This is an optimization exercise on Yosys and OpenROAD, whose aim is small area and a short achievable clock period, not a production implementation. RTL that was checked went through simulation tests only; none was proved equivalent to the original. For runs 4 to 7, only the layout was checked, not whether the RTL still works. No activity file was given, so power comes from the tool's default toggle rates.

**flow/run.sh**
```bash
#!/bin/bash
# The standard layout (standard.sh: the standard ORFS synthesis through
# finish, unchanged) with one difference: the buffers that global placement
# puts on every input and output port are buf_2 cells instead of the cell
# buffer_ports picks by default (clkdlybuf4s50_1, a slow clock-delay cell).
set -euo pipefail
cd "$(dirname "$0")/.."
export BUFFER_PORTS_ARGS="-buffer_cell sky130_fd_sc_hd__buf_2"
bash standard.sh > standard.log 2>&1
```
**standard.sh**
```bash
#!/bin/bash
# synth_recipe.tcl (not shown) runs the flow's synth.tcl, then flattens the netlist and writes it again
# the make line also repeats each setting of config.mk as NAME=value (left out here)
make -C /OpenROAD-flow-scripts/flow DESIGN_CONFIG=/design/flow/config.mk WORK_HOME=/design/flow/orfs CLKGATE_MAP_FILE= SYNTH_SCRIPT=/design/flow/synth_recipe.tcl "${@:-finish}"
```
**config.mk**
```make
export PLATFORM = sky130hd
export DESIGN_NAME = FPadd
export DESIGN_NICKNAME = FPadd
export VERILOG_FILES = /design/flow/design.v
export SDC_FILE = /design/flow/constraint.sdc
export NUM_CORES = 4
export LEC_CHECK = 0
export CAP_MARGIN = 20
export CORE_MARGIN = 2
export CORE_UTILIZATION = 40
export CTS_BUF_LIST = sky130_fd_sc_hd__clkbuf_4
export SETUP_SLACK_MARGIN = 4.2
export SLEW_MARGIN = 20
```
**constraint.sdc**
```tcl
create_clock -name core_clock -period 7.0 [get_ports {clk}]
set_input_delay 1.4000 -clock core_clock [delete_from_list [all_inputs] [get_ports {clk}]]
set_output_delay 1.4000 -clock core_clock [all_outputs]
set_load 0.01 [all_outputs]
```
**design.v**
```verilog
module FPadd (
    input         ADD_SUB,
    input  [31:0] FP_A,
    input  [31:0] FP_B,
    input         clk,
    output reg [31:0] FP_Z
);
    integer i, l;
    wire [7:0]  eA = FP_A[30:23], eB = FP_B[30:23];
    wire        zA = ~|eA, zB = ~|eB;
    wire        ffA = &eA, ffB = &eB;
    wire        lowA = ~|eA[7:1], lowB = ~|eB[7:1];
    wire        dneg = (eA < eB) & ~lowB;
    wire        deq  = (eA == eB) | (lowA & lowB);
    wire [7:0]  dAB = eA - eB;
    wire [7:0]  dBA = eB - eA;
    wire        c   = zA ^ zB;
    wire [23:0] mA = {~zA, FP_A[22:0]}, mB = {~zB, FP_B[22:0]};
    reg  [23:0] lt, eqv;
    always @* begin
        lt  = ~mA & mB;
        eqv = ~(mA ^ mB);
        for (l = 0; (1 << l) < 24; l = l + 1)
            for (i = 0; i < 24; i = i + 1)
                if (((i >> l) & 1) == 1) begin
                    lt[i]  = lt[i] | (eqv[i] & lt[((i >> l) << l) - 1]);
                    eqv[i] = eqv[i] & eqv[((i >> l) << l) - 1];
                end
    end
    wire        swp = dneg | (deq & lt[23]);
    wire        xB  = FP_B[31] ^ ~ADD_SUB;
    reg  [23:0] ma1, mb1;
    reg         sa1, sub1, c1, swp1, zab1, zba1, nan1, inf1;
    reg  [4:0]  dab1, dba1;
    reg  [7:0]  e1;
    always @(posedge clk) begin
        ma1   <= mA;
        mb1   <= mB;
        sa1   <= FP_A[31];
        sub1  <= FP_A[31] ^ xB;
        c1    <= c;
        swp1  <= swp;
        dab1  <= dAB[4:0];
        dba1  <= dBA[4:0];
        zab1  <= (|dAB[7:5]) & ~(c & (dAB == 8'd32));
        zba1  <= (|dBA[7:5]) & ~(c & (dBA == 8'd32));
        e1    <= (eA < eB) ? eB : eA;
        nan1  <= (ffA & |FP_A[22:0]) | (ffB & |FP_B[22:0]) | (ffA & ffB & ~ADD_SUB);
        inf1  <= ffA | ffB;
    end
    wire [23:0] L0  = swp1 ? mb1 : ma1;
    wire [23:0] S0  = swp1 ? (ma1 ^ {24{sub1}}) : (mb1 ^ {24{sub1}});
    wire [4:0]  sh  = (swp1 ? dba1 : dab1) - {4'd0, c1};
    wire        shz = swp1 ? zba1 : zab1;
    wire [57:0] sw  = {{31{sub1}}, S0, {3{sub1}}} >> sh;
    wire [26:0] sal = shz ? {27{sub1}} : sw[26:0];
    reg  [23:0] l2;
    reg  [26:0] s2al;
    reg  [7:0]  e2;
    reg         sl2, sub2, nan2, inf2;
    always @(posedge clk) begin
        l2    <= L0;
        s2al  <= sal;
        e2    <= e1;
        sl2   <= sa1 ^ (swp1 & sub1);
        sub2  <= sub1;
        nan2  <= nan1;
        inf2  <= inf1;
    end
    wire [27:0] xo = {1'b0, l2, 3'b000};
    wire [27:0] yo = {sub2, s2al};
    reg  [27:0] g, p;
    always @* begin
        g = xo & yo;
        p = xo ^ yo;
        g[0] = g[0] | (p[0] & sub2);
        for (l = 0; (1 << l) < 28; l = l + 1)
            for (i = 0; i < 28; i = i + 1)
                if (((i >> l) & 1) == 1) begin
                    g[i] = g[i] | (p[i] & g[((i >> l) << l) - 1]);
                    p[i] = p[i] & p[((i >> l) << l) - 1];
                end
    end
    wire [27:0] M = (xo ^ yo) ^ {g[26:0], sub2};
    reg  [27:0] m3;
    reg  [7:0]  e3;
    reg         sl3, sub3, nan3, inf3;
    always @(posedge clk) begin
        m3   <= M;
        e3   <= e2;
        sl3  <= sl2;
        sub3 <= sub2;
        nan3 <= nan2;
        inf3 <= inf2;
    end
    reg  [4:0]  cnt1;
    always @* begin
        cnt1 = 5'd28;
        for (i = 0; i <= 26; i = i + 1)
            if (m3[i]) cnt1 = 5'd27 - i[4:0];
    end
    reg  [26:0] msk;
    always @* begin
        for (i = 0; i <= 26; i = i + 1)
            msk[i] = ({1'b0, e3} >= 9'd26 - i);
    end
    wire        zero = ~|m3;
    wire        top  = m3[27] | m3[26];
    wire        isDN = ~top & (e3 == 8'd1);
    wire        keep = top | (e3 == 8'd0) | isDN;
    wire        dnrm = ~|(m3[26:0] & msk);
    reg  [27:0] m4;
    reg  [4:0]  k4;
    reg  [7:0]  e4;
    reg         ez4, s4, nan4, inf4, zero4;
    always @(posedge clk) begin
        m4    <= m3;
        k4    <= m3[27] ? 5'd0 : keep ? 5'd1 : dnrm ? e3[4:0] : cnt1;
        e4    <= e3 + 8'd1;
        ez4   <= isDN | (~keep & dnrm);
        s4    <= sl3 & ~(sub3 & zero);
        nan4  <= nan3;
        inf4  <= inf3;
        zero4 <= zero;
    end
    wire [28:0] ml = {m4, 1'b0} << k4;
    wire [7:0]  en = ez4 ? 8'd0 : (e4 - {3'b000, k4});
    reg  [24:0] sig5;
    reg  [7:0]  e5;
    reg         s5, nan5, inf5, zero5;
    always @(posedge clk) begin
        sig5  <= ml[28:4];
        e5    <= en;
        s5    <= s4;
        nan5  <= nan4;
        inf5  <= inf4;
        zero5 <= zero4;
    end
    reg  [24:0] a;
    always @* begin
        a = sig5;
        for (l = 0; (1 << l) < 25; l = l + 1)
            for (i = 0; i < 25; i = i + 1)
                if (((i >> l) & 1) == 1)
                    a[i] = a[i] & a[((i >> l) << l) - 1];
    end
    wire [22:0] frac = sig5[23:1] ^ a[22:0];
    wire        rc   = a[24];
    wire [7:0]  ez   = rc ? (e5 + 8'd1) : e5;
    wire        infz = inf5 | (ez == 8'hFF);
    always @(posedge clk) begin
        if (nan5)
            FP_Z <= {s5, 8'hFF, 23'h400000};
        else if (infz)
            FP_Z <= {s5, 8'hFF, 23'h000000};
        else if (zero5)
            FP_Z <= {s5, 8'h00, 23'h000000};
        else
            FP_Z <= {s5, ez, frac};
    end
endmodule
```
==> results of run 1 <==
cells in the mapped netlist, types with 5 or more instances:
cell and n:
dfxtp_1 291, buf_1 7, o21a_1 14, a21oi_1 74, nand3_1 16, ha_1 83
mux2i_1 71, nand4_1 17, inv_1 80, clkbuf_1 39, nor2_1 110, a21o_1 16
a211oi_1 15, o211ai_1 10, nand2b_1 11, or4_1 9, a21boi_0 6, o21ai_0 74
and3_1 20, xnor2_1 70, nor3b_1 6, mux4_2 31, buf_2 8, nor2b_1 12
nand2_1 94, and2_1 10, fa_1 6, o221ai_1 6, xor2_1 31, nor3_1 34
or3_1 6, o21bai_1 5, o22ai_1 8, mux2_2 37, nor4_1 25, o31ai_1 6
timing repair:
action / 4_1_cts / 5_1_grt
pin swaps: 2 / 10
hold buffers: 0 / 0
buffers inserted: 4 / 2
resized for setup: 20 / 26
endpoints found under the setup margin: 60 / 44
gates cloned: 2 / 1
worst paths after layout:
check	from	end	cells after the start
setup reg to reg	dba1[0]$_DFF_P_	s2al[1]$_DFF_P_	8
hold / removal	inf2$_DFF_P_	inf3$_DFF_P_	0
setup / recovery	FP_B[23]	zba1$_DFF_P_	10
hold reg to reg	inf2$_DFF_P_	inf3$_DFF_P_	0
kinds of logic after synthesis:
logic type,synth area share [%]
AO/OA/AOI/OAI,13.0
XOR/XNOR,6.30
adder cells (fa/ha/maj),8.25
buffers and inverters,4.44
flip-flops,41.5
multiplexers,13.1
AND/OR/NAND/NOR,13.4
metal layers:
layer  vias up  wire length (um)  global-route usage [%]
met5         -                 0                       0
met4         0              1370                    9.26
met3        91              1380                    3.30
met2       303             16500                    32.4
met1      4954             13700                    20.5
li1       5392                 -                       -
metrics by stage:
step / instances / hold WS, ns
final: 2070 / 0.303
after global routing: 2070 / 0.330
after CTS: 2066 / 0.304
after detailed placement: 1928 / 0.312
after global placement: 1928 / 0.314
after floorplan: 1428 / 0.310
worst max-delay path: cells and delay by family:
| family | cells | cell delay, ns |
|---|---|---|
| compound gates | 2 | 0.23 |
| xor+xnor | 1 | 0.16 |
| fa+ha+maj | 2 | 0.56 |
| buf+inv | 2 | 0.21 |
| simple gates | 3 | 0.76 |
sequential cells by signal, summed over array words and instances, names as in the netlist, 4 cells and up:
register,flops
FP_Z,32
m3,28
m4,28
s2al,27
sig5,25
l2,24
ma1,24
mb1,24
e1,8
e2,8
e3,8
e4,8
e5,8
dba1,5
k4,5
dab1,4
power by group through the flow:
stage / clock network [mW] / logic, mW / registers [mW]
2_1_floorplan: 0 / 1.70 / 2.49
3_3_place_gp: 0 / 2.24 / 2.59
3_5_place_dp: 0 / 2.25 / 2.60
4_1_cts: 1.48 / 2.30 / 2.57
5_1_grt: 1.57 / 2.58 / 2.63
6_report: 1.42 / 2.32 / 2.57
final cells by class:
class / instances / area (um^2) / area share [%]
multi-input cells: 993 / 7860 / 48.4
flip-flops and latches: 291 / 5830 / 35.9
clock buffers: 101 / 758 / 4.67
repair buffers: 113 / 677 / 4.17
well taps: 455 / 569 / 3.51
inverters: 84 / 325 / 2.00
clock inverters: 31 / 204 / 1.26
repair inverters: 1 / 7.51 / 0.0462
diodes: 1 / 2.50 / 0.0154
==> flow_metrics.py, run 1 <==
metrics = {
    "pwr": {
        "p_clk_share_pct": 22.5,
        "swShare_pct": 37.0,
        "seqPwrFrac_pct": 40.7,
        "p_per_area_nw_per_um2": 388,
        "combPwrFrac_pct": 36.8,
        "total_power_mw": 6.31,
        "p_sw_mw": 2.33,
        "intPower_mw": 3.98,
        "power_leakage_nw": 6.91,
        "vdd_ir_drop_max_v": 0.000188,
    },
    "finish": {
        "final_common_cell": "dfxtp_1",
        "fin_util_pct": 47.0,
        "final_nets": 1715,
        "layout-drive-gt1-share_pct": 22.4,
        "n_fill_cell": 3366,
        "final_cell_mix": "dfxtp_1, nor2_1, clkbuf_4, buf_2, nand2_1",
        "final_area_um2": 16200,
        "syn2layout_area_growth_pct": 15.6,
    },
    "synth": {
        "synth_nets": 1583,
        "syn_area_um2": 14000,
        "yosys_warnings": 1,
        "ys_types": 79,
        "yosys_register_bits": 291,
        "synth_cells": 1428,
        "ys_seq_area_share_pct": 41.5,
        "synthTopCellsByArea": "dfxtp_1, ha_1, mux2i_1",
        "synth_edf_count": 0,
        "yosysTopAreaCell": "dfxtp_1",
        "synthFlopType": "dfxtp_1",
        "synthArstFlopShare_pct": 0,
        "synth_top_area_share_pct": 41.5,
        "avgSynthCellArea_um2": 9.84,
    },
    "placement": {
        "portBuffers": 97,
        "placed_area_um2": 15000,
        "hpwlAfterDp_um": 25000,
        "dp_slack_ns": 3.38,
        "routabilityCongestion": 0.889,
    },
    "routing": {
        "routed_wl_um": 33000,
        "drt-pass1-iter-count": 5,
        "avgViaCountPerCell": 5.19,
        "drt-initial-drc-count": 445,
        "wl_per_cell_um": 15.9,
        "ant_nets": 0,
        "route.detailed.drc": 0,
        "vias": 10740,
    },
    "die": {
        "core_area_um2": 34500,
        "start_util_pct": 40.7,
        "fp.dieH_um": 191,
        "num_rows": 68,
        "die-area_um2": 36600,
        "fp.dieW_um": 191,
        "io-pin-count": 98,
    },
    "setup_path": {
        "crit_chain": "clkbuf_4 > inv_2 > ha_4 > fa_2 > o21ai_2 > a21oi_2 > xnor2_2 > nor4_2 > nor3_1 > or4_1",
        "path_class": "primary input to flip-flop",
        "endpoint_kind": "flip-flop",
        "critPathLaunchType": "primary input",
        "required_ns": 7.59,
        "slowest_stage": "fa_2",
        "crit_arrival_ns": 3.34,
        "cp_slowest_stage_delay_ns": 0.40,
        "crit_fanout": 3,
        "rrSetupSlack_ns": 4.34,
    },
    "timing": {
        "setup_viol": 0,
        "grt_setup_unrepaired": "yes",
        "drv_slew": 0,
        "setup_slack_ns": 4.25,
        "slew_headroom_pct": 46.7,
        "tightest_slew_ns": 0.799,
        "min_period_over_period_pct": 39.3,
        "hold_viol_final": 0,
        "fin_crit_ns": 2.75,
        "skew_ns": 0.0335,
        "tns_ns": 0,
        "max_freq_ghz": 0.364,
    },
    "global_routing": {
        "antenna_found_initial": 1,
        "grt_pass1_wl_um": 53100,
        "grt_overflow": 0,
        "grt_pass1_vias": 10531,
        "grtUsageTotal_pct": 18.1,
        "grt_start_max_net_pins": 36,
    },
    "worst_hold_path": {
        "min_path_type": "flip-flop to flip-flop",
    },
    "clock_network": {
        "clkLatencyLatePin_ns": 0.70,
        "htreeDepth": 3,
        "cts_buffers": 76,
        "clk_pin_slew_ns": 0.07,
        "clockBufferDepth": 3,
        "cts_root_buf": "clkbuf_4",
        "cts_tree": "yes",
        "cts.sinks": 291,
    },
    "run_status": {
        "status": "complete, no violations",
    },
    "flow_run": {
        "cap_viol_max_count": 0,
    },
}
==> inputs of run 2 (changes only) <==
==> flow/run.sh (replaced) <==
#!/bin/bash
# The standard layout (standard.sh: the standard ORFS synthesis through
# finish, unchanged) with two differences in how the layout is made:
#  - the buffers that global placement puts on every input and output port
#    are buf_2 cells instead of the default pick (clkdlybuf4s50_1, a slow
#    clock-delay cell);
#  - clock tree synthesis inserts no dummy loads.
set -euo pipefail
cd "$(dirname "$0")/.."
export BUFFER_PORTS_ARGS="-buffer_cell sky130_fd_sc_hd__buf_2"
export CTS_ARGS="-sink_clustering_enable -repair_clock_nets -dont_use_dummy_load -buf_list sky130_fd_sc_hd__clkbuf_4"
bash standard.sh > standard.log 2>&1
--- a/config.mk
+++ b/config.mk
@@ -10,4 +10,4 @@
 export CORE_UTILIZATION = 40
 export CTS_BUF_LIST = sky130_fd_sc_hd__clkbuf_4
-export SETUP_SLACK_MARGIN = 4.2
+export SETUP_SLACK_MARGIN = 4.5
 export SLEW_MARGIN = 20
==> run 2 against run 1 <==
Sequential cell count stayed put; sequential share of layout area fell by 1.1 points; clock-buffer cell count decreased by 24; combinational power grew 12%; die area unchanged; cell area up 3.8%; sequential power about the same; largest power group unchanged.
==> flow_metrics.py, run 2 <==
metrics = {
    "clock_network": {
        "clk_pin_slew_ns": 0.05,
        "clockBufferDepth": 3,
        "clkLatencyLatePin_ns": 0.69,
        "cts_hold_buf": 0,
        "htreeDepth": 3,
        "cts_buffers": 77,
        "cts_root_buf": "clkbuf_4",
        "cts_tree": "yes",
        "cts.sinks": 291,
    },
    "synth": {
        "yosysTopAreaCell": "dfxtp_1",
        "ys_types": 79,
        "syn_area_um2": 14000,
        "synth_nets": 1583,
        "yosys_warnings": 1,
        "synth_cells": 1428,
        "yosys-top-cells-count": "dfxtp_1, nor2_1, nand2_1, ha_1, inv_1",
        "synth_top_area_share_pct": 41.5,
        "synthArstFlopShare_pct": 0,
        "avgSynthCellArea_um2": 9.84,
        "ys_seq_area_share_pct": 41.5,
        "yosys_register_bits": 291,
        "synth.most_common_cell": "dfxtp_1",
        "synth_edf_count": 0,
        "synthFlopType": "dfxtp_1",
        "synthTopCellsByArea": "dfxtp_1, ha_1, mux2i_1",
    },
    "setup_path": {
        "reg2reg_from": "s2al[8]$_DFF_P_",
        "critPathLaunchType": "primary input",
        "cp_slowest_stage_delay_ns": 0.42,
        "path_class": "primary input to flip-flop",
        "cpLargestDelayFamily": "simple AND/OR/NAND/NOR gates",
        "rrSetupSlack_ns": 4.48,
        "endpoint_kind": "flip-flop",
        "required_ns": 7.56,
        "slowest_stage": "fa_2",
        "reg2reg_depth": 10,
        "crit_chain": "buf_12 > inv_12 > ha_4 > fa_2 > o21ai_4 > a21oi_4 > xnor2_2 > nor4_2 > nor3_1 > or4_1",
        "crit_buf_inv": 2,
        "crit_arrival_ns": 3.28,
        "crit_fanout": 4,
        "r2r-end": "m3[27]$_DFF_P_",
    },
    "timing": {
        "tightest_slew_ns": 0.709,
        "drv_slew": 0,
        "fin_crit_ns": 2.72,
        "hold_viol_final": 0,
        "slew_headroom_pct": 52.3,
        "hold_ws_ns": 0.271,
        "skew_ns": 0.0759,
        "tns_ns": 0,
        "max_freq_ghz": 0.368,
        "setup_viol": 0,
        "min_period_over_period_pct": 38.8,
        "grt_setup_unrepaired": "yes",
    },
    "placement": {
        "placed_area_um2": 15000,
        "portBuffers": 97,
        "routabilityCongestion": 0.885,
        "hpwlAfterDp_um": 25400,
    },
    "die": {
        "fp.dieH_um": 191,
        "core_area_um2": 34500,
        "die-area_um2": 36600,
        "io-pin-count": 98,
        "start_util_pct": 40.7,
        "num_rows": 68,
        "fp.dieW_um": 191,
    },
    "finish": {
        "largest_reg_flops": 32,
        "largest-register": "FP_Z",
        "final_common_cell": "dfxtp_1",
        "regArea_um2": 5870,
        "final_nets": 1762,
        "final_cell_mix": "dfxtp_1, nor2_1, nand2_1, buf_2, clkbuf_4",
        "layout-drive-gt1-share_pct": 27.6,
        "n_fill_cell": 3288,
        "top_regs": "FP_Z: 32 flops, m3: 28 flops, m4: 28 flops",
        "multi_input_area_um2": 8320,
        "syn2layout_area_growth_pct": 20.0,
        "final_area_um2": 16800,
    },
    "global_routing": {
        "met1_usage_pct": 20.9,
        "grt_busiest_layer": "met2",
        "grt_pass1_vias": 10949,
        "grt_start_max_net_pins": 36,
        "antenna_found_initial": 1,
        "met2_usage_pct": 34.3,
        "grt_pass1_wl_um": 54800,
        "grt_overflow": 0,
        "gr-usage-met3_pct": 3.51,
        "grtUsageTotal_pct": 18.7,
    },
    "worst_hold_path": {
        "whs_path_depth": 0,
        "hp-start": "s5$_DFF_P_",
        "holdPathEnd": "FP_Z[31]$_DFF_P_",
        "min_path_type": "flip-flop to flip-flop",
    },
    "run_status": {
        "status": "complete, no violations",
    },
    "routing": {
        "route.detailed.drc": 0,
        "drt-pass1-iter-count": 5,
        "avgViaCountPerCell": 5.25,
        "wl_per_cell_um": 16.8,
        "vias": 10822,
        "routed_wl_um": 34700,
        "ant_nets": 0,
        "drt-initial-drc-count": 436,
    },
    "pwr": {
        "power_leakage_nw": 7.07,
        "vdd_ir_drop_max_v": 0.000187,
        "p_per_area_nw_per_um2": 371,
        "total_power_mw": 6.26,
    },
    "flow_run": {
        "cap_viol_max_count": 0,
    },
}
## run 2: cell counts after synthesis
Identical to the previous run, type by type.
## run 2: cells by family (layout without fill, tap and decap cells)
family / Yosys count / in the layout / synth area share (%)
and+or+nand+nor: 384 / 386 / 13.4
DFF: 291 / 291 / 41.5
AOI/OAI and AO/OA: 279 / 279 / 13.0
buffers and inverters: 144 / 319 / 4.44
muxes: 140 / 140 / 13.1
xor gates and xnor gates: 101 / 101 / 6.30
adders and majority gates: 89 / 89 / 8.25
other: 0 / 2 / 0
## run 2: metal layers
layer  part of all wire (%)  vias up
met5                      0        -
met1                     41     5029
met4                    3.5        0
met3                    3.7       86
li1                       -     5444
met2                     52      263
## run 2: repair_timing
action / CTS / global route
gates cloned: 4 / 2
gates resized for setup: 87 / 93
setup endpoints to repair: 120 / 101
pin swaps: 33 / 36
hold endpoints to repair: 0 / 0
setup buffers: 34 / 15
## run 2: cell type report
class                           count  share of cell area (%)
Antenna cell                        2                  0.0297
Inverter                           84                    2.02
Sequential cell                   291                    34.8
Timing Repair inverter              1                  0.0446
Clock buffer                       77                    3.43
Multi-Input combinational cell    995                    49.4
Tap cell                          455                    3.38
Timing Repair Buffer              157                    6.88
## run 2: power by group
| group | internal, mW | switching, mW | total, mW |
|---|---|---|---|
| combinational | 1.24 | 1.36 | 2.60 |
| sequential | 2.18 | 0.424 | 2.60 |
| clock | 0.497 | 0.557 | 1.05 |
## run 2: how the worst max path moves through the flow
stage	from	end	slack, ns	cells after the start
floorplan	FP_A[30]	zab1$_DFF_P_	3.87	10
global placement	FP_B[29]	zab1$_DFF_P_	3.40	9
detailed placement	FP_B[29]	zab1$_DFF_P_	3.43	9
CTS	FP_A[23]	zab1$_DFF_P_	4.35	10
global route	FP_A[30]	zab1$_DFF_P_	4.22	11
finish	FP_A[23]	zab1$_DFF_P_	4.28	10
## run 2: through the flow
step / instances / util, % / setup WS, ns
after floorplan: 1428 / - / 3.87
after global placement: 1928 / 43.3 / 3.40
after detailed placement: 1928 / 43.3 / 3.43
after CTS: 2043 / 47.1 / 4.35
after global routing: 2062 / 48.8 / 4.22
final: 2062 / 48.8 / 4.28
==> inputs of run 3 (changes only) <==
--- a/config.mk
+++ b/config.mk
@@ -10,4 +10,4 @@
 export CORE_UTILIZATION = 40
 export CTS_BUF_LIST = sky130_fd_sc_hd__clkbuf_4
-export SETUP_SLACK_MARGIN = 4.5
+export SETUP_SLACK_MARGIN = 4.2
 export SLEW_MARGIN = 20
==> run 3 against run 2 <==
Hold slack gained 0.027 ns; register-to-register slack lost 0.15 ns; largest power group unchanged; die area is the same; sequential cell count is the same; clock-buffer cell count shrank 1; still clean on timing, DRC and antenna; wire length shrank 5.8%; clock skew shrank 0.0048 ns; combinational power shrank 11%; synthesized area is the same; setup slack lost 0.046 ns.
==> flow_metrics.py, run 3 <==
metrics = {
    "routing": {
        "route.detailed.drc": 0,
        "routed_wl_um": 32700,
        "avgViaCountPerCell": 5.28,
        "wl_per_cell_um": 16.2,
        "ant_nets": 0,
        "drt-pass1-iter-count": 5,
        "vias": 10632,
        "drt-initial-drc-count": 509,
    },
    "global_routing": {
        "antenna_found_initial": 1,
        "grt_start_max_net_pins": 36,
        "grt_pass1_wl_um": 52500,
        "grt_pass1_vias": 10414,
        "grt_overflow": 0,
        "grtUsageTotal_pct": 17.9,
    },
    "die": {
        "die-area_um2": 36600,
        "start_util_pct": 40.7,
        "fp.dieH_um": 191,
        "num_rows": 68,
        "fp.dieW_um": 191,
        "core_area_um2": 34500,
        "io-pin-count": 98,
    },
    "clock_network": {
        "cts_tree": "yes",
        "cts_buffers": 76,
        "htreeDepth": 3,
        "clkLatencyLatePin_ns": 0.69,
        "cts_root_buf": "clkbuf_4",
        "cts_hold_buf": 0,
        "clockBufferDepth": 3,
        "clk_pin_slew_ns": 0.06,
        "cts.sinks": 291,
    },
    "setup_path": {
        "cpLargestDelayFamily": "simple AND/OR/NAND/NOR gates",
        "critPathLaunchType": "primary input",
        "cp_slowest_stage_delay_ns": 0.39,
        "endpoint_kind": "flip-flop",
        "rrSetupSlack_ns": 4.33,
        "crit_buf_inv": 2,
        "reg2reg_from": "dba1[0]$_DFF_P_",
        "crit_fanout": 4,
        "slowest_stage": "or4_1",
        "r2r-end": "s2al[1]$_DFF_P_",
        "path_class": "primary input to flip-flop",
        "required_ns": 7.55,
        "reg2reg_depth": 8,
        "crit_chain": "clkbuf_4 > inv_4 > ha_4 > fa_2 > o21ai_2 > a21oi_2 > xnor2_1 > nor4_2 > nor3_1 > or4_1",
        "crit_arrival_ns": 3.32,
    },
    "timing": {
        "grt_setup_unrepaired": "yes",
        "fin_crit_ns": 2.76,
        "drv_slew": 0,
        "min_period_over_period_pct": 39.5,
        "tightest_slew_ns": 0.802,
        "slew_headroom_pct": 46.5,
        "hold_ws_ns": 0.299,
        "setup_slack_ns": 4.24,
        "skew_ns": 0.0711,
        "hold_viol_final": 0,
        "tns_ns": 0,
        "max_freq_ghz": 0.362,
        "setup_viol": 0,
    },
    "synth": {
        "avgSynthCellArea_um2": 9.84,
        "yosys_warnings": 1,
        "synth_cells": 1428,
        "yosys_register_bits": 291,
        "ys_types": 79,
        "synth.most_common_cell": "dfxtp_1",
        "synth_edf_count": 0,
        "synth-xor-area-share_pct": 6.30,
        "synthArstFlopShare_pct": 0,
        "synth_top_area_share_pct": 41.5,
        "yosysTopAreaCell": "dfxtp_1",
        "synthAdderAreaFrac_pct": 8.25,
        "synth_top_family_by_area": "simple AND/OR/NAND/NOR gates",
        "synth_compound_area_share_pct": 13.0,
        "synthTopCellsByArea": "dfxtp_1, ha_1, mux2i_1",
        "yosys-top-cells-count": "dfxtp_1, nor2_1, nand2_1, ha_1, inv_1",
        "synth-simple-area-share_pct": 13.4,
        "ys_seq_area_share_pct": 41.5,
        "synth_nets": 1583,
        "syn_area_um2": 14000,
        "synth_mux_area_share_pct": 13.1,
        "synthFlopType": "dfxtp_1",
    },
    "placement": {
        "placed_area_um2": 15000,
        "hpwlAfterDp_um": 25000,
        "portBuffers": 97,
        "dp_slack_ns": 3.38,
        "routabilityCongestion": 0.889,
        "place_inst": 1928,
    },
    "finish": {
        "syn2layout_area_growth_pct": 12.9,
        "largest-register": "FP_Z",
        "largest_reg_flops": 32,
        "fin_util_pct": 45.9,
        "final_cell_mix": "dfxtp_1, nor2_1, nand2_1, buf_2, clkbuf_4",
        "n_fill_cell": 3369,
        "final_common_cell": "dfxtp_1",
        "top_regs": "FP_Z: 32 flops, m3: 28 flops, m4: 28 flops",
        "final_nets": 1715,
        "final_area_um2": 15900,
        "regArea_um2": 5840,
        "multi_input_area_um2": 7870,
        "layout-drive-gt1-share_pct": 20.8,
        "final_cell_count_no_fill": 2014,
    },
    "worst_hold_path": {
        "min_path_type": "flip-flop to flip-flop",
        "hp-start": "inf2$_DFF_P_",
        "whs_path_depth": 0,
        "holdPathEnd": "inf3$_DFF_P_",
    },
    "pwr": {
        "total_power_mw": 5.92,
        "vdd_ir_drop_max_v": 0.000179,
        "p_per_area_nw_per_um2": 374,
        "power_leakage_nw": 6.70,
    },
    "flow_run": {
        "cap_viol_max_count": 0,
    },
    "run_status": {
        "status": "complete, no violations",
    },
}
run 3: cell counts after synthesis:
Identical to the previous run, type by type.
run 3: what timing repair did:
item,CTS,global route
gates cloned,2,2
buffers inserted,3,2
resized for setup,19,32
pin swaps,3,17
endpoints found under the setup margin,62,50
run 3: cell families after synthesis:
kind of cell,count (synthesis)
AO/OA/AOI/OAI,279
XOR/XNOR,101
adder cells (fa/ha/maj),89
buffers and inverters,144
flip-flops,291
multiplexers,140
AND/OR/NAND/NOR,384
run 3: worst max path at each step:
stage                                start                to  slack, ns  cells after the start
after detailed placement          FP_B[29]      zba1$_DFF_P_       3.38                      9
after global routing      k4[3]$_SDFF_PP0_  e5[7]$_SDFF_PP0_       4.06                      8
after CTS                     swp1$_DFF_P_   s2al[3]$_DFF_P_       4.21                      9
after global placement            FP_B[29]      zba1$_DFF_P_       3.39                      9
final                             FP_A[23]      zab1$_DFF_P_       4.24                     10
after floorplan                   FP_A[30]      zab1$_DFF_P_       3.87                     10
run 3: layout make-up:
type	count	share of cell area (%)
diodes	1	0.0158
well taps	455	3.59
clock buffers	76	3.60
multi-input cells	993	49.6
repair inverters	2	0.0789
inverters	84	2.05
flip-flops and latches	291	36.8
repair buffers	112	4.25
run 3: power breakdown:
group	total, mW	switching [mW]	internal [mW]
clock	1.04	0.549	0.491
combinational	2.31	1.26	1.05
sequential	2.57	0.405	2.17
run 3: routing by layer:
metal / up-vias / wire length [um] / GRT usage [%]
li1: 5335 / - / -
met1: 4887 / 13500 / 20.4
met2: 320 / 16300 / 31.7
met3: 90 / 1520 / 3.27
met4: 0 / 1390 / 9.53
met5: - / 0 / 0
==> inputs of run 4 (changes only) <==
--- a/design.v
+++ b/design.v
@@ -16,4 +16,11 @@
     wire [7:0]  dBA = eB - eA;
     wire        c   = zA ^ zB;
+    wire [2:0]  hA = eA[7:5], hB = eB[7:5];
+    wire        geAB = (eA[4:0] >= eB[4:0]), geBA = (eB[4:0] >= eA[4:0]);
+    wire        eqL  = (eA[4:0] == eB[4:0]);
+    wire        h2AB = ({1'b0, hA} >= {1'b0, hB} + 4'd2), h2BA = ({1'b0, hB} >= {1'b0, hA} + 4'd2);
+    wire        h1AB = ({1'b0, hA} == {1'b0, hB} + 4'd1), h1BA = ({1'b0, hB} == {1'b0, hA} + 4'd1);
+    wire        zAB  = h2AB | (h1AB & geAB & ~(c & eqL));
+    wire        zBA  = h2BA | (h1BA & geBA & ~(c & eqL));
     wire [23:0] mA = {~zA, FP_A[22:0]}, mB = {~zB, FP_B[22:0]};
     reg  [23:0] lt, eqv;
@@ -43,6 +50,6 @@
         dab1  <= dAB[4:0];
         dba1  <= dBA[4:0];
-        zab1  <= (|dAB[7:5]) & ~(c & (dAB == 8'd32));
-        zba1  <= (|dBA[7:5]) & ~(c & (dBA == 8'd32));
+        zab1  <= zAB;
+        zba1  <= zBA;
         e1    <= (eA < eB) ? eB : eA;
         nan1  <= (ffA & |FP_A[22:0]) | (ffB & |FP_B[22:0]) | (ffA & ffB & ~ADD_SUB);
@@ -113,14 +120,13 @@
     reg  [4:0]  k4;
     reg  [7:0]  e4;
-    reg         ez4, s4, nan4, inf4, zero4;
+    reg         ez4, s4, nan4, inf4;
     always @(posedge clk) begin
         m4    <= m3;
         k4    <= m3[27] ? 5'd0 : keep ? 5'd1 : dnrm ? e3[4:0] : cnt1;
         e4    <= e3 + 8'd1;
-        ez4   <= isDN | (~keep & dnrm);
+        ez4   <= isDN | (~keep & dnrm) | zero;
         s4    <= sl3 & ~(sub3 & zero);
         nan4  <= nan3;
         inf4  <= inf3;
-        zero4 <= zero;
     end
     wire [28:0] ml = {m4, 1'b0} << k4;
@@ -128,5 +134,5 @@
     reg  [24:0] sig5;
     reg  [7:0]  e5;
-    reg         s5, nan5, inf5, zero5;
+    reg         s5, nan5, inf5;
     always @(posedge clk) begin
         sig5  <= ml[28:4];
@@ -135,5 +141,4 @@
         nan5  <= nan4;
         inf5  <= inf4;
-        zero5 <= zero4;
     end
     reg  [24:0] a;
@@ -154,6 +159,4 @@
         else if (infz)
             FP_Z <= {s5, 8'hFF, 23'h000000};
-        else if (zero5)
-            FP_Z <= {s5, 8'h00, 23'h000000};
         else
             FP_Z <= {s5, ez, frac};
==> run 4 against run 3 <==
Still clean on timing, DRC and antenna; wire length rose by 1.6%; critical path depth grew 1; clock skew decreased by 0.0010 ns; global-route usage up 0.60 points; fmax decreased by 3.0%; synthesized cell count increased by 0.77%; hold slack improved by 0.018 ns; highest routed layer unchanged.
==> flow_metrics.py, run 4 <==
metrics = {
    "timing": {
        "drv_slew": 0,
        "fin_crit_ns": 2.85,
        "skew_ns": 0.0701,
        "setup_viol": 0,
        "tightest_slew_ns": 0.703,
        "setup_slack_ns": 4.15,
        "min_period_over_period_pct": 40.7,
        "grt_setup_unrepaired": "yes",
        "slew_headroom_pct": 53.1,
        "max_freq_ghz": 0.351,
        "tns_ns": 0,
        "hold_viol_final": 0,
    },
    "synth": {
        "syn_area_um2": 14100,
        "synthFlopType": "dfxtp_1",
        "ys_types": 72,
        "yosys-top-cells-count": "dfxtp_1, nor2_1, nand2_1, ha_1, inv_1",
        "synth_cells": 1439,
        "synthTopCellsByArea": "dfxtp_1, ha_1, mux4_2",
        "synth.most_common_cell": "dfxtp_1",
        "yosys_register_bits": 289,
        "synth_nets": 1604,
        "synth_edf_count": 0,
        "yosysTopAreaCell": "dfxtp_1",
        "synthArstFlopShare_pct": 0,
        "ys_seq_area_share_pct": 41.2,
        "yosys_warnings": 1,
        "avgSynthCellArea_um2": 9.77,
        "synth_top_area_share_pct": 41.2,
    },
    "run_status": {
        "status": "complete, no violations",
    },
    "routing": {
        "ant_nets": 0,
        "drt-initial-drc-count": 583,
        "route.detailed.drc": 0,
        "avgViaCountPerCell": 5.31,
        "drt-pass1-iter-count": 5,
        "vias": 10817,
        "wl_per_cell_um": 16.3,
        "routed_wl_um": 33200,
    },
    "setup_path": {
        "rrSetupSlack_ns": 4.15,
        "crit_buf_inv": 2,
        "path_class": "flip-flop to flip-flop",
        "cpLargestDelayFamily": "compound AO/OA/AOI/OAI gates",
        "cp_slowest_stage_delay_ns": 0.42,
        "crit_fanout": 6,
        "slowest_stage": "a2111oi_2",
        "crit_chain": "inv_1 > ha_1 > nand2b_2 > maj3_1 > o32ai_1 > nand4_1 > a2111oi_2 > nand3_2 > buf_4 > mux2i_1 > a21oi_1",
        "critPathLaunchType": "flip-flop",
        "endpoint_kind": "flip-flop",
        "crit_arrival_ns": 3.42,
        "required_ns": 7.57,
    },
    "placement": {
        "placed_area_um2": 15000,
        "hpwlAfterDp_um": 24600,
        "dp_slack_ns": 3.44,
        "routabilityCongestion": 0.947,
        "portBuffers": 97,
    },
    "clock_network": {
        "clockBufferDepth": 3,
        "cts_hold_buf": 0,
        "cts_tree": "yes",
        "htreeDepth": 3,
        "clk_pin_slew_ns": 0.06,
        "cts.sinks": 289,
        "clkLatencyLatePin_ns": 0.69,
        "cts_buffers": 74,
        "cts_root_buf": "clkbuf_4",
    },
    "finish": {
        "layout-drive-gt1-share_pct": 20.9,
        "syn2layout_area_growth_pct": 13.8,
        "final_nets": 1747,
        "final_common_cell": "dfxtp_1",
        "largest-register": "FP_Z",
        "final_cell_mix": "dfxtp_1, nor2_1, nand2_1, buf_2, ha_1",
        "top_regs": "FP_Z: 32 flops, m3: 28 flops, m4: 28 flops",
        "final_area_um2": 16000,
        "largest_reg_flops": 32,
        "n_fill_cell": 3346,
    },
    "pwr": {
        "power_leakage_nw": 6.97,
        "p_per_area_nw_per_um2": 386,
        "vdd_ir_drop_max_v": 0.000176,
    },
    "die": {
        "core_area_um2": 34500,
        "fp.dieW_um": 191,
        "num_rows": 68,
        "die-area_um2": 36700,
        "fp.dieH_um": 191,
        "start_util_pct": 40.7,
        "io-pin-count": 98,
    },
    "global_routing": {
        "grt_start_max_net_pins": 50,
        "grt_pass1_wl_um": 53900,
        "antenna_found_initial": 2,
        "grtUsageTotal_pct": 18.5,
        "grt_overflow": 0,
        "grt_pass1_vias": 10806,
    },
    "worst_hold_path": {
        "min_path_type": "flip-flop to flip-flop",
    },
    "flow_run": {
        "cap_viol_max_count": 0,
    },
}
-- run 4: cells by family (layout without fill, tap and decap cells) --
family	count (synthesis)	in the layout	synth area share (%)
AO/OA/AOI/OAI	257	259	12.1
XOR/XNOR	104	104	6.48
buffers and inverters	142	281	3.92
multiplexers	138	138	13.3
other	0	3	0
AND/OR/NAND/NOR	407	407	13.7
adder cells (fa/ha/maj)	102	102	9.35
flip-flops	289	289	41.2
-- run 4: final timing paths --
path	from	to	cells past startpoint
setup / recovery	e3[1]$_DFF_P_	k4[0]$_SDFF_PP0_	11
hold / removal	inf1$_DFF_P_	inf2$_DFF_P_	0
setup reg to reg	e3[1]$_DFF_P_	k4[0]$_SDFF_PP0_	11
hold reg to reg	inf1$_DFF_P_	inf2$_DFF_P_	0
-- run 4: layer usage --
layer	part of all wire [%]	vias up	track usage (%)
met5	0	-	0
met4	3.2	0	8.64
met3	5.5	74	4.09
met2	48	322	31.5
met1	44	5005	22.1
li1	-	5416	-
-- run 4: what timing repair did --
item	CTS	global route
cloned	4	1
buffers inserted	7	11
setup endpoints to repair	68	61
resized for setup	30	21
pin swaps	7	10
-- run 4: worst reg2reg max path: stages, from the launching register on --
cell       delay [ns]
dfxtp_4          0.35
inv_1            0.08
ha_1             0.21
nand2b_2         0.25
maj3_1           0.38
o32ai_1          0.24
nand4_1          0.18
a2111oi_2        0.42
nand3_2          0.22
buf_4            0.19
mux2i_1          0.10
a21oi_1          0.15
-- run 4: stage by stage --
stage                     hold WS [ns]  instances  utilization [%]  total power [mW]
after floorplan                  0.310       1439                -              4.34
after global placement           0.312       1938             43.4              5.01
after detailed placement         0.312       1938             43.4              5.05
after CTS                        0.319       2023             45.7              6.18
after global routing             0.316       2038             46.3              6.66
final                            0.317       2038             46.3              6.18
-- run 4: where the power goes --
group	switching [mW]	internal (mW)
registers	0.427	2.18
clock network	0.563	0.479
logic	1.36	1.17
total	2.35	3.82
-- run 4: area by class of cell --
type                    instances  area (um^2)  area share, %
diodes                          3         7.51         0.0469
clock buffers                  74          556           3.47
inverters                      78          308           1.92
multi-input cells            1010         7950           49.7
flip-flops and latches        289         5800           36.3
well taps                     455          569           3.56
repair buffers                128          805           5.03
repair inverters                1         5.00         0.0313
==> inputs of run 5 (changes only) <==
--- a/flow/run.sh
+++ b/flow/run.sh
@@ -9,4 +9,4 @@
 cd "$(dirname "$0")/.."
 export BUFFER_PORTS_ARGS="-buffer_cell sky130_fd_sc_hd__buf_2"
-export CTS_ARGS="-sink_clustering_enable -repair_clock_nets -dont_use_dummy_load -buf_list sky130_fd_sc_hd__clkbuf_4"
+export CTS_ARGS="-sink_clustering_enable -repair_clock_nets -dont_use_dummy_load -buf_list sky130_fd_sc_hd__clkbuf_8 -sink_clustering_size 20 -sink_clustering_max_diameter 80"
 bash standard.sh > standard.log 2>&1
--- a/config.mk
+++ b/config.mk
@@ -9,5 +9,5 @@
 export CORE_MARGIN = 2
 export CORE_UTILIZATION = 40
-export CTS_BUF_LIST = sky130_fd_sc_hd__clkbuf_4
+export CTS_BUF_LIST = sky130_fd_sc_hd__clkbuf_8
 export SETUP_SLACK_MARGIN = 4.2
 export SLEW_MARGIN = 20
==> run 5 against run 4 <==
Largest power group unchanged; utilization shrank 0.65 points; highest routed layer unchanged; still clean; wire length decreased by 1.8%; sequential share of layout area up 0.51 points; non-clock buffer count rose by 4; critical path type unchanged; fmax increased by 3.9%; clock power down about 30%; critical path depth decreased by 2; total power shrank 4.8%; combinational power barely moved.
==> flow_metrics.py, run 5 <==
metrics = {
    "global_routing": {
        "grtUsageTotal_pct": 17.7,
        "met2_usage_pct": 31.1,
        "met1_usage_pct": 22.4,
        "grt_pass1_wl_um": 52200,
        "grt_busiest_layer": "met2",
        "grt_overflow": 0,
        "gr-usage-met3_pct": 2.61,
        "grt_pass1_vias": 10153,
        "grt_start_max_net_pins": 50,
        "antenna_found_initial": 0,
    },
    "synth": {
        "ys_types": 72,
        "syn_area_um2": 14100,
        "synth_cells": 1439,
        "synthFlopType": "dfxtp_1",
        "yosys_warnings": 1,
        "synth.most_common_cell": "dfxtp_1",
        "synth_mux_area_share_pct": 13.3,
        "ys_seq_area_share_pct": 41.2,
        "avgSynthCellArea_um2": 9.77,
        "synth_top_family_by_area": "simple AND/OR/NAND/NOR gates",
        "synth_top_area_share_pct": 41.2,
        "yosys-top-cells-count": "dfxtp_1, nor2_1, nand2_1, ha_1, inv_1",
        "synthTopCellsByArea": "dfxtp_1, ha_1, mux4_2",
        "synth-xor-area-share_pct": 6.48,
        "yosys_register_bits": 289,
        "synthAdderAreaFrac_pct": 9.35,
        "synth_compound_area_share_pct": 12.1,
        "synth-simple-area-share_pct": 13.7,
        "synth_nets": 1604,
        "synthArstFlopShare_pct": 0,
        "synth_edf_count": 0,
        "yosysTopAreaCell": "dfxtp_1",
    },
    "clock_network": {
        "clockBufferDepth": 3,
        "clk_pin_slew_ns": 0.12,
        "cts_buffers": 19,
        "cts_hold_buf": 0,
        "cts_root_buf": "clkbuf_8",
        "clkLatencyLatePin_ns": 0.57,
        "cts_tree": "yes",
        "htreeDepth": 1,
        "cts.sinks": 289,
    },
    "die": {
        "fp.dieW_um": 191,
        "start_util_pct": 40.7,
        "fp.dieH_um": 191,
        "io-pin-count": 98,
        "die-area_um2": 36700,
        "core_area_um2": 34500,
        "num_rows": 68,
    },
    "finish": {
        "final_area_um2": 15800,
        "syn2layout_area_growth_pct": 12.2,
        "top_regs": "FP_Z: 32 flops, m3: 28 flops, m4: 28 flops",
        "layout-drive-gt1-share_pct": 18.4,
        "largest_reg_flops": 32,
        "largest-register": "FP_Z",
        "final_cell_mix": "dfxtp_1, nor2_1, nand2_1, buf_2, ha_1",
        "final_nets": 1696,
        "antenna_cells": 0,
        "final_common_cell": "dfxtp_1",
    },
    "routing": {
        "route.detailed.drc": 0,
        "routed_wl_um": 32600,
        "drt-initial-drc-count": 534,
        "wl_per_cell_um": 16.4,
        "avgViaCountPerCell": 5.27,
        "drt-pass1-iter-count": 5,
        "ant_nets": 0,
        "vias": 10459,
    },
    "timing": {
        "setup_viol": 0,
        "hold_viol_final": 0,
        "max_freq_ghz": 0.365,
        "drv_slew": 0,
        "tns_ns": 0,
        "slew_headroom_pct": 53.0,
        "tightest_slew_ns": 0.705,
        "fin_crit_ns": 2.74,
        "skew_ns": 0.0627,
        "grt_setup_unrepaired": "yes",
        "min_period_over_period_pct": 39.2,
    },
    "placement": {
        "portBuffers": 97,
        "placed_area_um2": 15000,
        "hpwlAfterDp_um": 24600,
        "routabilityCongestion": 0.947,
    },
    "setup_path": {
        "critPathLaunchType": "flip-flop",
        "path_class": "flip-flop to flip-flop",
        "crit_fanout": 4,
        "required_ns": 7.45,
        "crit_arrival_ns": 3.19,
        "endpoint_kind": "flip-flop",
    },
    "pwr": {
        "combPwrFrac_pct": 43.4,
        "p_sw_mw": 2.28,
        "vdd_ir_drop_max_v": 0.000160,
        "seqPwrFrac_pct": 44.2,
        "p_clk_share_pct": 12.4,
        "total_power_mw": 5.88,
        "intPower_mw": 3.60,
        "p_per_area_nw_per_um2": 373,
        "power_leakage_nw": 6.81,
        "swShare_pct": 38.8,
    },
    "flow_run": {
        "cap_viol_max_count": 0,
    },
    "worst_hold_path": {
        "min_path_type": "flip-flop to flip-flop",
    },
    "run_status": {
        "status": "complete, no violations",
    },
}
[run 5: cell types whose count changed in the layout (fill, tap and decap cells not counted), sizes merged]
cell,previous run,this run
buf,126,130
diode,3,0
clkbuf,74,19
a21o,18,19
a311o,5,4
[run 5: layer usage]
layer / part of all wire, % / vias to the layer above
li1: - / 5265
met1: 45 / 4909
met2: 48 / 238
met3: 4.6 / 47
met4: 2.3 / 0
met5: 0 / -
[run 5: cells by family (layout without fill, tap and decap cells)]
family          count (synthesis)  after routing
simple gates                  407            407
flops                         289            289
compound gates                257            259
buf+inv                       142            230
mux                           138            138
xor+xnor                      104            104
fa+ha+maj                     102            102
[run 5: final timing paths]
kind                      endpoint  slack [ns]           from  depth (start not counted)
setup / recovery  k4[3]$_SDFF_PP0_        4.26  e3[6]$_DFF_P_                          9
setup reg to reg  k4[3]$_SDFF_PP0_        4.26  e3[6]$_DFF_P_                          9
hold / removal       e3[6]$_DFF_P_        0.32  e2[6]$_DFF_P_                          0
hold reg to reg      e3[6]$_DFF_P_        0.32  e2[6]$_DFF_P_                          0
[run 5: area by class of cell]
type                            count  area (um^2)
Inverter                           78          308
Clock buffer                       19          262
Timing Repair inverter              1         5.00
Multi-Input combinational cell   1010         7970
Timing Repair Buffer              132          856
Sequential cell                   289         5800
Tap cell                          455          569
Fill cell                        3364        18800
[run 5: critical path, cell delays in order (launching register included)]
cell	delay [ns]
dfxtp_2	0.34
or3_4	0.42
or4_4	0.44
a2111oi_4	0.29
nand4_1	0.18
a2111oi_2	0.35
nand3_2	0.20
buf_6	0.18
mux2i_1	0.17
nor2_1	0.06
[run 5: power groups by stage]
stage | logic (mW) | registers [mW] | clock network [mW]
after detailed placement | 2.41 | 2.63 | 0
after CTS | 2.49 | 2.59 | 0.751
after global routing | 2.84 | 2.66 | 0.816
after global placement | 2.39 | 2.62 | 0
after floorplan | 1.81 | 2.53 | 0
final | 2.55 | 2.60 | 0.727
[run 5: per-stage QoR]
step	hold WS [ns]	util (%)	instances	worst slack, ns
finish	0.324	45.7	1984	4.26
global route	0.335	45.7	1984	4.11
CTS	0.323	44.9	1969	4.13
detailed placement	0.312	43.4	1938	3.44
global placement	0.312	43.4	1938	3.50
floorplan	0.310	-	1439	3.96
[run 5: what timing repair did]
item | CTS | global route
pin swaps | 12 | 18
buffers inserted | 9 | 13
hold endpoints to repair | 0 | 0
gates resized for setup | 28 | 32
gates cloned | 3 | 2
endpoints found under the setup margin | 78 | 64
==> inputs of run 6 (changes only) <==
--- a/design.v
+++ b/design.v
@@ -94,5 +94,5 @@
     reg         sl3, sub3, nan3, inf3;
     always @(posedge clk) begin
-        m3   <= M;
+        m3   <= {M[27:1], 1'b0};
         e3   <= e2;
         sl3  <= sl2;
@@ -101,9 +101,28 @@
         inf3 <= inf2;
     end
+    wire [31:0] w = {1'b0, m3[26:0], 1'b1, 3'b000};
+    reg  [15:0] v1;  reg [15:0] c1l;
+    reg  [7:0]  v2;  reg [15:0] c2l;
+    reg  [3:0]  v3;  reg [11:0] c3l;
+    reg  [1:0]  v4;  reg [7:0]  c4l;
     reg  [4:0]  cnt1;
     always @* begin
-        cnt1 = 5'd28;
-        for (i = 0; i <= 26; i = i + 1)
-            if (m3[i]) cnt1 = 5'd27 - i[4:0];
+        for (i = 0; i < 16; i = i + 1) begin
+            v1[i]  = w[2*i+1] | w[2*i];
+            c1l[i] = ~w[2*i+1];
+        end
+        for (i = 0; i < 8; i = i + 1) begin
+            v2[i] = v1[2*i+1] | v1[2*i];
+            c2l[2*i+:2] = v1[2*i+1] ? {1'b0, c1l[2*i+1]} : {1'b1, c1l[2*i]};
+        end
+        for (i = 0; i < 4; i = i + 1) begin
+            v3[i] = v2[2*i+1] | v2[2*i];
+            c3l[3*i+:3] = v2[2*i+1] ? {1'b0, c2l[2*(2*i+1)+:2]} : {1'b1, c2l[2*(2*i)+:2]};
+        end
+        for (i = 0; i < 2; i = i + 1) begin
+            v4[i] = v3[2*i+1] | v3[2*i];
+            c4l[4*i+:4] = v3[2*i+1] ? {1'b0, c3l[3*(2*i+1)+:3]} : {1'b1, c3l[3*(2*i)+:3]};
+        end
+        cnt1 = v4[1] ? {1'b0, c4l[7:4]} : {1'b1, c4l[3:0]};
     end
     reg  [26:0] msk;
==> run 6 against run 5 <==
Still clean; utilization decreased by 0.39 points; clock skew increased by 0.015 ns; synthesized cell count increased by 1.5%; via count increased by 1.9%; register-to-register slack improved by 0.05 ns; global-route usage increased by 0.44 points; largest power group unchanged.
==> flow_metrics.py, run 6 <==
metrics = {
    "global_routing": {
        "antenna_found_initial": 0,
        "grt_start_max_net_pins": 61,
        "grt_pass1_vias": 10406,
        "grt_overflow": 0,
        "grtUsageTotal_pct": 18.1,
        "grt_pass1_wl_um": 53500,
    },
    "finish": {
        "regArea_um2": 5750,
        "antenna_cells": 0,
        "final_cell_mix": "dfxtp_1, nor2_1, nand2_1, buf_2, inv_1",
        "syn2layout_area_growth_pct": 10.9,
        "n_fill_cell": 3369,
        "largest-register": "FP_Z",
        "final_nets": 1712,
        "multi_input_area_um2": 7990,
        "final_common_cell": "dfxtp_1",
        "layout-drive-gt1-share_pct": 16.7,
        "largest_reg_flops": 32,
    },
    "synth": {
        "ys_seq_area_share_pct": 40.6,
        "synthArstFlopShare_pct": 0,
        "synthTopCellsByArea": "dfxtp_1, ha_1, mux4_2",
        "synth_nets": 1624,
        "yosys-top-cells-count": "dfxtp_1, nor2_1, nand2_1, ha_1, inv_1",
        "yosys_register_bits": 287,
        "synthFlopType": "dfxtp_1",
        "synth.most_common_cell": "dfxtp_1",
        "syn_area_um2": 14200,
        "synth_edf_count": 0,
        "ys_types": 80,
        "synth_top_area_share_pct": 40.6,
        "yosys_warnings": 1,
        "yosysTopAreaCell": "dfxtp_1",
        "synth_cells": 1461,
        "avgSynthCellArea_um2": 9.70,
    },
    "clock_network": {
        "clkLatencyLatePin_ns": 0.56,
        "cts.sinks": 287,
        "clockBufferDepth": 3,
        "htreeDepth": 1,
        "cts_buffers": 20,
        "cts_tree": "yes",
        "cts_root_buf": "clkbuf_8",
        "clk_pin_slew_ns": 0.11,
    },
    "routing": {
        "wl_per_cell_um": 16.6,
        "ant_nets": 0,
        "avgViaCountPerCell": 5.32,
        "routed_wl_um": 33200,
        "route.detailed.drc": 0,
        "drt-pass1-iter-count": 5,
        "drt-initial-drc-count": 561,
        "vias": 10659,
    },
    "die": {
        "core_area_um2": 34700,
        "io-pin-count": 98,
        "start_util_pct": 40.8,
        "fp.dieW_um": 192,
        "fp.dieH_um": 192,
        "num_rows": 68,
        "die-area_um2": 36900,
    },
    "timing": {
        "setup_slack_ns": 4.31,
        "max_freq_ghz": 0.371,
        "tns_ns": 0,
        "hold_viol_final": 0,
        "min_period_over_period_pct": 38.5,
        "setup_viol": 0,
        "drv_slew": 0,
        "skew_ns": 0.0778,
        "fin_crit_ns": 2.69,
        "slew_headroom_pct": 39.7,
        "hold_ws_ns": 0.327,
        "tightest_slew_ns": 0.896,
        "grt_setup_unrepaired": "no",
    },
    "setup_path": {
        "path_class": "primary input to flip-flop",
        "endpoint_kind": "flip-flop",
        "crit_fanout": 6,
        "required_ns": 7.47,
        "crit_arrival_ns": 3.17,
        "critPathLaunchType": "primary input",
    },
    "placement": {
        "dp_slack_ns": 3.09,
        "hpwlAfterDp_um": 25800,
        "portBuffers": 97,
        "routabilityCongestion": 0.881,
    },
    "worst_hold_path": {
        "min_path_type": "flip-flop to flip-flop",
    },
    "flow_run": {
        "cap_viol_max_count": 0,
    },
    "run_status": {
        "status": "complete, no violations",
    },
    "pwr": {
        "vdd_ir_drop_max_v": 0.000219,
        "power_leakage_nw": 6.75,
        "p_per_area_nw_per_um2": 373,
    },
}
## run 6: cell type report
cell class	instances	share of cell area [%]
multi-input combinational	1024	50.8
sequential	287	36.6
timing repair buffer	123	4.87
tap	455	3.62
inverter	93	2.33
clock buffer	20	1.75
## run 6: metal layers
layer  share of wire (%)  routed length, um  track usage, %
met5                   0                  0               0
met4                 4.2               1390            7.55
met3                 3.8               1270            1.99
met2                  49              16100            31.8
met1                  43              14400            22.5
## run 6: logic make-up after synthesis
kind of cell	Yosys count	synth area share, %
AND/OR/NAND/NOR	399	13.5
multiplexers	143	13.4
flip-flops	287	40.6
buffers and inverters	150	4.13
adder cells (fa/ha/maj)	97	8.88
AO/OA/AOI/OAI	277	12.9
XOR/XNOR	108	6.68
## run 6: per-stage QoR
step	utilization [%]	std cells	power (mW)	area (um^2)
final	45.3	2002	5.86	15700
after global routing	45.3	2002	6.31	15700
after CTS	44.7	1991	5.87	15500
after detailed placement	43.5	1967	5.08	15100
after global placement	43.5	1967	5.06	15100
after floorplan	-	1461	4.35	14200
## run 6: path summary, 6_finish.rpt
| kind | startpoint | endpoint | slack [ns] | cells past startpoint |
|---|---|---|---|---|
| min reg2reg | inf3$_DFF_P_ | inf4$_DFF_P_ | 0.33 | 0 |
| max | FP_A[23] | e1[1]$_DFF_P_ | 4.31 | 12 |
| min | inf3$_DFF_P_ | inf4$_DFF_P_ | 0.33 | 0 |
| max reg2reg | swp1$_DFF_P_ | s2al[8]$_DFF_P_ | 4.31 | 10 |
## run 6: timing repair
item | in CTS | in global routing
resized for setup | 15 | 24
pin swaps | 2 | 6
gates cloned | 1 | 1
buffers inserted | 3 | 10
setup endpoints to repair | 44 | 44
hold buffers | 0 | 0
## run 6: critical path, stage by stage
cell	delay, ns
buf_6	0.11
inv_12	0.03
ha_4	0.15
fa_2	0.35
nor2b_2	0.13
o21ai_2	0.08
a21boi_2	0.17
o21a_1	0.14
o21ai_2	0.08
a21oi_4	0.20
buf_12	0.15
mux2i_1	0.17
## run 6: where the power goes
part	total, mW	switching (mW)	leakage (nW)	internal [mW]
Sequential	2.57	0.406	2.41	2.16
Combinational	2.55	1.38	4.19	1.17
Clock	0.742	0.485	0.144	0.258
Total	5.86	2.27	6.75	3.59
==> inputs of run 7 (changes only) <==
--- a/flow/run.sh
+++ b/flow/run.sh
@@ -9,4 +9,4 @@
 cd "$(dirname "$0")/.."
 export BUFFER_PORTS_ARGS="-buffer_cell sky130_fd_sc_hd__buf_2"
-export CTS_ARGS="-sink_clustering_enable -repair_clock_nets -dont_use_dummy_load -buf_list sky130_fd_sc_hd__clkbuf_8 -sink_clustering_size 20 -sink_clustering_max_diameter 80"
+export CTS_ARGS="-sink_clustering_enable -repair_clock_nets -dont_use_dummy_load -buf_list sky130_fd_sc_hd__clkbuf_8 -sink_clustering_size 16 -sink_clustering_max_diameter 80"
 bash standard.sh > standard.log 2>&1
==> run 7 against run 6 <==
Still clean on timing, DRC and antenna; final cell count about the same; clock skew up 0.00072 ns; combinational power about the same; synthesized cell count unchanged; clock-buffer cell count grew 3; total power is 1.1% higher; sequential power barely moved; register-to-register slack hardly changed; sequential cell count unchanged; sequential share of layout area down 0.17 points; cell area increased by 0.46%; via count up 0.20%; largest cell class unchanged.
==> flow_metrics.py, run 7 <==
metrics = {
    "setup_path": {
        "r2r-end": "s2al[16]$_DFF_P_",
        "crit_fanout": 6,
        "reg2reg_from": "swp1$_DFF_P_",
        "reg2reg_depth": 11,
        "critPathLaunchType": "primary input",
        "rrSetupSlack_ns": 4.32,
        "path_class": "primary input to flip-flop",
        "crit_arrival_ns": 3.22,
        "required_ns": 7.50,
        "endpoint_kind": "flip-flop",
    },
    "worst_hold_path": {
        "hp-start": "e1[7]$_DFF_P_",
        "holdPathEnd": "e2[7]$_DFF_P_",
        "min_path_type": "flip-flop to flip-flop",
        "whs_path_depth": 0,
    },
    "timing": {
        "fin_crit_ns": 2.72,
        "drv_slew": 0,
        "skew_ns": 0.0785,
        "hold_ws_ns": 0.325,
        "max_freq_ghz": 0.368,
        "min_period_over_period_pct": 38.8,
        "tns_ns": 0,
        "grt_setup_unrepaired": "no",
        "tightest_slew_ns": 0.888,
        "hold_viol_final": 0,
        "setup_viol": 0,
        "setup_slack_ns": 4.28,
        "slew_headroom_pct": 40.2,
    },
    "finish": {
        "largest-register": "FP_Z",
        "antenna_cells": 0,
        "final_cell_mix": "dfxtp_1, nor2_1, nand2_1, buf_2, inv_1",
        "final_common_cell": "dfxtp_1",
        "largest_reg_flops": 32,
        "final_area_um2": 15800,
        "syn2layout_area_growth_pct": 11.4,
        "final_nets": 1713,
        "layout-drive-gt1-share_pct": 17.2,
    },
    "placement": {
        "dp_slack_ns": 3.09,
        "routabilityCongestion": 0.881,
        "placed_area_um2": 15100,
        "portBuffers": 97,
        "hpwlAfterDp_um": 25800,
    },
    "routing": {
        "avgViaCountPerCell": 5.33,
        "drt-pass1-iter-count": 5,
        "wl_per_cell_um": 16.7,
        "routed_wl_um": 33400,
        "vias": 10680,
        "ant_nets": 0,
        "route.detailed.drc": 0,
        "drt-initial-drc-count": 529,
    },
    "clock_network": {
        "cts.sinks": 287,
        "clk_pin_slew_ns": 0.09,
        "cts_tree": "yes",
        "htreeDepth": 1,
        "cts_root_buf": "clkbuf_8",
        "clockBufferDepth": 3,
        "clkLatencyLatePin_ns": 0.58,
        "cts_buffers": 23,
    },
    "die": {
        "core_area_um2": 34700,
        "num_rows": 68,
        "die-area_um2": 36900,
        "io-pin-count": 98,
        "start_util_pct": 40.8,
        "fp.dieH_um": 192,
        "fp.dieW_um": 192,
    },
    "flow_run": {
        "cap_viol_max_count": 0,
    },
    "synth": {
        "ys_seq_area_share_pct": 40.6,
        "syn_area_um2": 14200,
        "yosys-top-cells-count": "dfxtp_1, nor2_1, nand2_1, ha_1, inv_1",
        "synth_nets": 1624,
        "ys_types": 80,
        "synth-simple-area-share_pct": 13.5,
        "synthArstFlopShare_pct": 0,
        "synth_compound_area_share_pct": 12.9,
        "synth.most_common_cell": "dfxtp_1",
        "synthFlopType": "dfxtp_1",
        "synthTopCellsByArea": "dfxtp_1, ha_1, mux4_2",
        "avgSynthCellArea_um2": 9.70,
        "synth_top_area_share_pct": 40.6,
        "synth-xor-area-share_pct": 6.68,
        "synth_cells": 1461,
        "synth_edf_count": 0,
        "synthAdderAreaFrac_pct": 8.88,
        "synth_mux_area_share_pct": 13.4,
        "synth_top_family_by_area": "simple AND/OR/NAND/NOR gates",
        "yosys_warnings": 1,
        "yosys_register_bits": 287,
        "yosysTopAreaCell": "dfxtp_1",
    },
    "global_routing": {
        "grt_start_max_net_pins": 61,
        "grt_pass1_wl_um": 54100,
        "grt_pass1_vias": 10524,
        "grt_overflow": 0,
        "antenna_found_initial": 0,
        "grtUsageTotal_pct": 18.4,
    },
    "pwr": {
        "p_per_area_nw_per_um2": 376,
        "vdd_ir_drop_max_v": 0.000188,
        "power_leakage_nw": 6.77,
    },
    "run_status": {
        "status": "complete, no violations",
    },
}
==> run 7: worst max-delay path, stage by stage <==
cell and delay, ns:
buf_6 0.11, inv_12 0.03, ha_4 0.15, fa_2 0.35, nor2b_2 0.13, o21ai_2 0.08
a21boi_2 0.17, o21a_1 0.14, o21ai_2 0.08, a21oi_4 0.23, buf_12 0.16, mux2i_1 0.19
==> run 7: cell type report <==
cell class | count | area [um^2]
Clock buffer | 23 | 317
Tap cell | 455 | 569
Inverter | 93 | 365
Sequential cell | 287 | 5750
Timing Repair Buffer | 121 | 769
Fill cell | 3369 | 18900
Multi-Input combinational cell | 1024 | 8010
==> run 7: cell families (layout without fill, tap and decap cells) <==
group,Yosys count,after routing
XOR/XNOR,108,108
adder cells (fa/ha/maj),97,97
buffers and inverters,150,237
flip-flops,287,287
AO/OA/AOI/OAI,277,277
AND/OR/NAND/NOR,399,399
multiplexers,143,143
==> run 7: worst max path at each step <==
stage | start | endpoint | slack, ns | depth (start not counted)
3_3_place_gp | FP_A[23] | swp1$_DFF_P_ | 2.93 | 11
4_1_cts | swp1$_DFF_P_ | s2al[1]$_DFF_P_ | 4.19 | 10
6_report | FP_A[23] | e1[4]$_DFF_P_ | 4.28 | 12
3_5_place_dp | swp1$_DFF_P_ | s2al[1]$_DFF_P_ | 3.09 | 9
2_1_floorplan | FP_A[23] | e1[0]$_DFF_P_ | 3.96 | 11
5_1_grt | FP_A[23] | e1[4]$_DFF_P_ | 4.20 | 12
==> run 7: per-stage QoR <==
stage | total power [mW] | utilization, % | instances
2_1_floorplan | 4.35 | - | 1461
3_3_place_gp | 5.06 | 43.5 | 1967
3_5_place_dp | 5.08 | 43.5 | 1967
4_1_cts | 5.93 | 45.0 | 1996
5_1_grt | 6.39 | 45.5 | 2003
6_report | 5.93 | 45.5 | 2003
==> run 7: metal layers <==
| metal | global-route usage, % | up-vias | share of wire (%) |
|---|---|---|---|
| met5 | 0 | - | 0 |
| met4 | 7.81 | 0 | 4.3 |
| met3 | 2.94 | 80 | 4.4 |
| met2 | 32.2 | 275 | 48 |
| met1 | 22.4 | 4997 | 43 |
| li1 | - | 5328 | - |
==> run 7: report_power, final <==
group          internal (mW)  total [mW]  leakage [nW]  switching (mW)
registers               2.16        2.57          2.42           0.407
logic                   1.18        2.56          4.18            1.39
clock network          0.294       0.794         0.165           0.500
total                   3.63        5.93          6.77            2.29
==> run 7: what timing repair did <==
item	CTS	global route
gates cloned	2	0
endpoints found under the setup margin	44	36
gates resized for setup	16	29
hold buffers	0	0
setup buffers	4	7
pin swaps	2	6

separate check: timing with driven ports:
The results above use ideal ports. As a check the final layouts listed here were re-extracted and re-timed, cells and wires unchanged. Step 1: set_driving_cell puts a clkbuf_16 on clk and a buf_2 on each other input, an assumption about the parent block. Step 2 adds t to the input delays and takes it off the output delays; t is the mean of the earliest and latest rising clock arrival at the registers after step 1. Input paths then give back, and output paths get back, about the clock's delay inside the block. Three values: no drivers, after step 1, after step 2; two values: the first two.
| run | t, ns | slack for setup (ns) | worst setup path at the end | slew at the worst register clock pin (ns) | worst slew at a driven data input, ns |
|---|---|---|---|---|---|
| run 1 | 0.733 | 4.252 / 4.276 / 3.543 | input to register | 0.07 / 0.07 | 0.04 |
| run 2 | 0.702 | 4.284 / 4.262 / 3.560 | input to register | 0.06 / 0.06 | 0.06 |
| run 3 | 0.700 | 4.238 / 4.264 / 3.564 | input to register | 0.06 / 0.06 | 0.04 |
| run 4 | 0.705 | 4.151 / 4.151 / 3.695 | input to register | 0.07 / 0.07 | 0.04 |
| run 5 | 0.583 | 4.258 / 4.258 / 3.724 | input to register | 0.12 / 0.12 | 0.04 |
| run 6 | 0.562 | 4.305 / 4.305 / 3.744 | input to register | 0.12 / 0.12 | 0.05 |
| run 7 | 0.593 | 4.281 / 4.285 / 3.692 | input to register | 0.11 / 0.11 | 0.05 |
After both steps setup and hold are still met in every run listed. For run 2, which loses most, drivers alone change the setup slack by -0.022 ns; drivers and shift together by -0.724 ns.
